Background: an optimization exercise with open tools, aiming at small area. Do not read the settings as production practice. The RTL was checked by simulation tests, not by an equivalence proof against the original design. No activity file was given, so power comes from the tool's default toggle rates.

==> run F: inputs <==
==> flow/design.v (excerpt) <==
module main (input clk,rst,key,output[5:0] DIG,output[7:0]DISPLAYOUT,output test,output change,output [1:0] out,output [7:0]cnt);
==> module main, before the edit <==
module main (input clk,rst,key,output[5:0] DIG,output[7:0]DISPLAYOUT,output test,output change,output [1:0] out,output [7:0]cnt);
reg [5:0] c50;
reg [3:0] c10;
wire end50 = (c50 == 6'd49);
wire tick_1ms = (c50 == 6'd24);
wire tick_10ms = end50 & (c10 == 4'd4);
always @(posedge clk) begin
  if (rst) begin c50 <= 0; c10 <= 0; end
  else begin
    c50 <= end50 ? 6'd0 : c50 + 6'd1;
    if (end50) c10 <= (c10 == 4'd9) ? 4'd0 : c10 + 4'd1;
  end
end
reg key_out;
reg [3:0] run;
wire flip = (run == 4'd10);
always @(posedge clk) begin
  if (rst) begin key_out <= 0; run <= 0; end
  else begin
    if (flip) begin key_out <= ~key_out; run <= 0; end
    else if (tick_10ms) run <= (key == key_out) ? run + 4'd1 : 4'd0;
  end
end
assign test = key_out;
reg lvl;
reg [7:0] win;
reg [1:0] o;
always @(posedge clk) begin
  if (rst) begin lvl <= 0; win <= 8'd255; o <= 2'b01; end
  else begin
    if (tick_1ms && key_out != lvl) begin
      lvl <= key_out;
      win <= 0;
      if (key_out) o <= {1'b0, win >= 8'd200};
      else o <= {1'b1, win >= 8'd100};
    end else if (tick_10ms && win != 8'd200) win <= win + 8'd1;
  end
end
assign out = o;
reg [9:0] state;
reg chg, EN;
always @(posedge clk) begin
  if (rst) begin state <= 0; chg <= 0; EN <= 0; end
  else begin
    EN <= ~o[1];
    if (o == 2'b01) begin chg <= 1; state <= 0; end
    else if (o[1] & EN) begin state <= {state[7:0], 1'b1, o[0]}; chg <= 0; end
  end
end
assign change = chg;
assign cnt = state[7:0];
reg [3:0] N, N34, N56;
reg [3:0] dec;
always @* begin
  case (state)
    10'b1111111111: dec = 4'd0;
    10'b1011111111: dec = 4'd1;
    10'b1010111111: dec = 4'd2;
    10'b1010101111: dec = 4'd3;
    10'b1010101011: dec = 4'd4;
    10'b1010101010: dec = 4'd5;
    10'b1110101010: dec = 4'd6;
    10'b1111101010: dec = 4'd7;
    10'b1111111010: dec = 4'd8;
    10'b1111111110: dec = 4'd9;
    default: dec = 4'd15;
  endcase
end
always @(posedge clk) begin
  if (rst) begin N <= 4'd15; N34 <= 4'd15; N56 <= 4'd15; end
  else begin
    if (tick_1ms) N <= dec;
    if (o == 2'b01 && !chg) begin N34 <= N; N56 <= N34; end
  end
end
reg [2:0] pos;
reg [3:0] nib;
wire [2:0] npos = (pos >= 3'd5) ? 3'd0 : pos + 3'd1;
reg [3:0] ch;
always @* begin
  case (npos[2:1])
    2'd0: ch = N;
    2'd1: ch = N34;
    default: ch = N56;
  endcase
end
wire valid = (ch != 4'd15);
always @(posedge clk) begin
  if (rst) begin pos <= 3'd7; nib <= 4'd15; end
  else if (tick_1ms) begin
    pos <= npos;
    nib <= npos[0] ? (valid ? 4'd3 : 4'd0) : (valid ? ch : 4'd0);
  end
end
reg [7:0] seg;
always @* begin
  case (nib)
    4'd0: seg = 8'h3f;
    4'd1: seg = 8'h06;
    4'd2: seg = 8'h5b;
    4'd3: seg = 8'h4f;
    4'd4: seg = 8'h66;
    4'd5: seg = 8'h6d;
    4'd6: seg = 8'h9b;
    4'd7: seg = 8'h07;
    4'd8: seg = 8'h7f;
    4'd9: seg = 8'h6f;
    default: seg = 8'h00;
  endcase
end
assign DISPLAYOUT = seg;
assign DIG = (pos == 3'd7) ? 6'b000000 : ~(6'b000001 << pos);
endmodule
clock: 10.0 ns
lec_check: 0
cap_margin: 20
core_margin: 2
core_utilization: 40
slew_margin: 20
run.sh (not shown) runs the stock make flow with config.mk's settings and CLKGATE_MAP_FILE= SYNTH_SCRIPT=/design/flow/synth_recipe.tcl, a recipe that flattens the netlist after the stock synthesis.
==> inputs of run X, as changes to run F <==
==> flow/design.v (replaced) <==
`timescale 1ns/10ps
module tbase(input clk, input rst, output tick, output last);
reg [5:0] c50;
assign last = (c50 == 6'd49);
assign tick = (c50 == 6'd24);
always @(posedge clk)
  if (rst | last) c50 <= 0;
  else c50 <= c50 + 6'd1;
endmodule
module tcount(input clk, input rst, input tick, output reg a, output reg [1:0] b, output reg [2:0] c);
always @(posedge clk)
  if (rst) begin a <= 1; b <= 3; c <= 0; end
  else if (tick) begin
    a <= ~a;
    b <= (b == 2'd2) ? 2'd0 : b + 2'd1;
    c <= (c == 3'd4) ? 3'd0 : c + 3'd1;
  end
endmodule
module deb(input clk, input rst, input en, input key, output reg key_out);
reg [3:0] run;
wire flip = (run == 4'd10);
always @(posedge clk) begin
  if (rst) begin key_out <= 0; run <= 0; end
  else begin
    if (flip) begin key_out <= ~key_out; run <= 0; end
    else if (en) run <= (key == key_out) ? run + 4'd1 : 4'd0;
  end
end
endmodule
module cls(input clk, input rst, input tick, input tick10, input key, output reg [1:0] o);
reg lvl;
reg [7:0] win;
wire full = &win;
always @(posedge clk) begin
  if (rst) begin lvl <= 0; win <= 8'd54; o <= 2'b01; end
  else begin
    if (tick && key != lvl) begin
      lvl <= key;
      win <= key ? 8'd155 : 8'd55;
      o <= {~key, full};
    end else if (tick10 && !full) win <= win + 8'd1;
  end
end
endmodule
module stat(input clk, input rst, input [1:0] o, output reg [9:0] state, output reg chg);
reg EN;
always @(posedge clk) begin
  if (rst) begin state <= 0; chg <= 0; EN <= 0; end
  else begin
    EN <= ~o[1];
    if (o == 2'b01) begin chg <= 1; state <= 0; end
    else if (o[1] & EN) begin state <= {state[7:0], 1'b1, o[0]}; chg <= 0; end
  end
end
endmodule
module chars(input clk, input rst, input tick, input shift, input [9:0] state, output reg [3:0] N, output reg [3:0] N34, output reg [3:0] N56);
reg [3:0] dec;
always @* begin
  case (state)
    10'b1111111111: dec = 4'd0;
    10'b1011111111: dec = 4'd1;
    10'b1010111111: dec = 4'd2;
    10'b1010101111: dec = 4'd3;
    10'b1010101011: dec = 4'd4;
    10'b1010101010: dec = 4'd5;
    10'b1110101010: dec = 4'd6;
    10'b1111101010: dec = 4'd7;
    10'b1111111010: dec = 4'd8;
    10'b1111111110: dec = 4'd9;
    default: dec = 4'd15;
  endcase
end
always @(posedge clk) begin
  if (rst) begin N <= 4'd15; N34 <= 4'd15; N56 <= 4'd15; end
  else begin
    if (tick) N <= dec;
    if (shift) begin N34 <= N; N56 <= N34; end
  end
end
endmodule
module disp(input clk, input rst, input tick, input a, input [1:0] b, input [3:0] N, N34, N56, output [7:0] DISPLAYOUT, output [5:0] DIG);
wire na = ~a;
wire [1:0] nb = (b == 2'd2) ? 2'd0 : b + 2'd1;
reg [3:0] ch;
always @* begin
  case ({na, nb})
    3'b000, 3'b101: ch = N;
    3'b010, 3'b100: ch = N34;
    default: ch = N56;
  endcase
end
wire valid = ~&ch;
reg [3:0] nib;
always @(posedge clk)
  if (rst) nib <= 4'd15;
  else if (tick) nib <= na ? (valid ? 4'd3 : 4'd0) : (valid ? ch : 4'd0);
assign DISPLAYOUT[0] = (~nib[3] & nib[2] & nib[0]) | (~nib[3] & nib[1]) | (nib[3] & ~nib[2]) | (~nib[2] & ~nib[0]);
assign DISPLAYOUT[1] = (~nib[3] & nib[1]) | (~nib[2]) | (~nib[0]);
assign DISPLAYOUT[2] = (~nib[3] & nib[0]) | (~nib[1]);
assign DISPLAYOUT[3] = ~((~nib[3] & ~nib[2] & ~nib[1] & nib[0]) | (nib[2] & ~nib[1] & ~nib[0]) | (nib[2] & nib[1] & nib[0]));
assign DISPLAYOUT[4] = ~((nib[2] & ~nib[1]) | (nib[0]));
assign DISPLAYOUT[5] = ~((~nib[3] & ~nib[2] & nib[0]) | (nib[1]));
assign DISPLAYOUT[6] = ~((~nib[3] & ~nib[2] & ~nib[1]) | (nib[2] & nib[1]));
assign DISPLAYOUT[7] = (nib[2] & nib[1] & ~nib[0]);
assign DIG[0] = ~(b == 2'd0 & ~a) & ~&b;
assign DIG[1] = ~(b == 2'd1 & a) & ~&b;
assign DIG[2] = ~(b == 2'd2 & ~a) & ~&b;
assign DIG[3] = ~(b == 2'd0 & a) & ~&b;
assign DIG[4] = ~(b == 2'd1 & ~a) & ~&b;
assign DIG[5] = ~(b == 2'd2 & a) & ~&b;
endmodule
module main (input clk,rst,key,output[5:0] DIG,output[7:0]DISPLAYOUT,output test,output change,output [1:0] out,output [7:0]cnt);
wire tick, last, a;
wire [1:0] b;
wire [2:0] c;
wire [9:0] state;
wire [3:0] N, N34, N56;
wire tick10 = last & ~a & (c == 3'd0);
tbase u_tbase(clk, rst, tick, last);
tcount u_tcount(clk, rst, tick, a, b, c);
deb u_deb(clk, rst, tick10, key, test);
cls u_cls(clk, rst, tick, tick10, test, out);
stat u_stat(clk, rst, out, state, change);
assign cnt = state[7:0];
chars u_chars(clk, rst, tick, (out == 2'b01) & ~change, state, N, N34, N56);
disp u_disp(clk, rst, tick, a, b, N, N34, N56, DISPLAYOUT, DIG);
endmodule
==> flow/flow/run.sh (new file) <==
#!/bin/bash
# Standard ORFS layout, with three changes to how it is made:
#  * ABC maps for area only (flow/abc_area.script replaces ORFS's, which
#    buffers and upsizes for speed; the 10 ns clock leaves ample slack),
#  * ports are buffered with buf_1 instead of the default buffer,
#  * the clock tree uses clkbuf_4 and no dummy loads.
set -euo pipefail
here=$PWD
rm -rf "$here/scripts"
cp -r "$FLOW_HOME/scripts" "$here/scripts"
cp "$here/flow/abc_area.script" "$here/scripts/abc_area.script"
export SCRIPTS_DIR="$here/scripts"
export BUFFER_PORTS_ARGS="-buffer_cell sky130_fd_sc_hd__buf_1"
export CTS_ARGS="-sink_clustering_enable -repair_clock_nets -dont_use_dummy_load -buf_list sky130_fd_sc_hd__clkbuf_8"
bash standard.sh finish > "$here/flow.log" 2>&1
==> flow/flow/abc_area.script (new file) <==
strash
ifraig
scorr
dc2
dch -f
amap
strash
dc2
dch -f
amap
topo
==> flow/standard.sh (new file) <==
#!/bin/bash
# synth_recipe.tcl (not shown) runs the flow's synth.tcl, then flattens the netlist and writes it again
# the make line also repeats each setting of config.mk as NAME=value (left out here)
make -C /OpenROAD-flow-scripts/flow DESIGN_CONFIG=/design/flow/config.mk WORK_HOME=/design/flow/orfs CLKGATE_MAP_FILE= SYNTH_SCRIPT=/design/flow/synth_recipe.tcl "${@:-finish}"
--- a/flow/config.mk
+++ b/flow/config.mk
@@ -6,4 +6,5 @@
 export NUM_CORES = 4
 export LEC_CHECK = 0
+export ABC_AREA = 1
 export CAP_MARGIN = 20
 export CORE_MARGIN = 2
removed: flow/run.sh
==> flow_summary.yaml <==
timing:
  worst_slack_ps: 6324
  relSlewSlack_pct: 48.33
global_routing:
  grt_use_total_pct: 15.98
  use_met1_pct: 22.32
  grt_max_degree: 24
cells_and_area:
  multi_input_area_share_pct: 43.64
  clk_share_pct: 2.444
  multi_input_gates: 221
logic_synthesis:
  synth-seq-cells: 56
status:
  outcome: "complete, no violations"
setup_path:
  critPathCapture: "u_tbase.c50[2]$_SDFF_PP0_"
worst_hold_path:
  min_to: "u_tcount.c[1]$_SDFFE_PP0N_"
power:
  power_switching_uw: 73.49
Source of the figures above: run X

==> flow_summary.yaml <==
global_routing:
  use_met1_pct: 20.56
timing:
  worst_slack_ps: 4824
  relSlewSlack_pct: 46.24
cells_and_area:
  multi_input_area_share_pct: 47.97
  clk_share_pct: 5.137
status:
  outcome: "complete, no violations"
logic_synthesis:
  synth-seq-cells: 65
Source of the figures above: run F

[static timing again, ports no longer ideal]
Ports are ideal in the flow. The routed layouts listed here were re-timed in OpenROAD.
Step 1 assumes that a clkbuf_16 drives the clock port and a buf_2 every other input.
Step 2 moves the port delays by t, midway between the first and last clock arrival at a register: inputs arrive t later, outputs are due t later. That takes back most of the time a late clock gives input paths.
a / b / c = ideal ports / drivers / drivers and shift; a / b = the first two.
| run | t (ns) | slack for setup (ns) | worst hold slack (ns) | worst slew at a driven data input, ns |
|---|---|---|---|---|
| run F | 0.365 | 4.824 / 4.833 / 4.468 | 0.464 / 0.464 / 0.464 | 0.03 |
| run X | 0.324 | 6.324 / 6.329 / 6.005 | 0.481 / 0.481 / 0.481 | 0.03 |
After both steps setup and hold are still met in every run listed. For run F, which loses most, drivers alone change the setup slack by +0.009 ns; drivers and shift together by -0.356 ns.
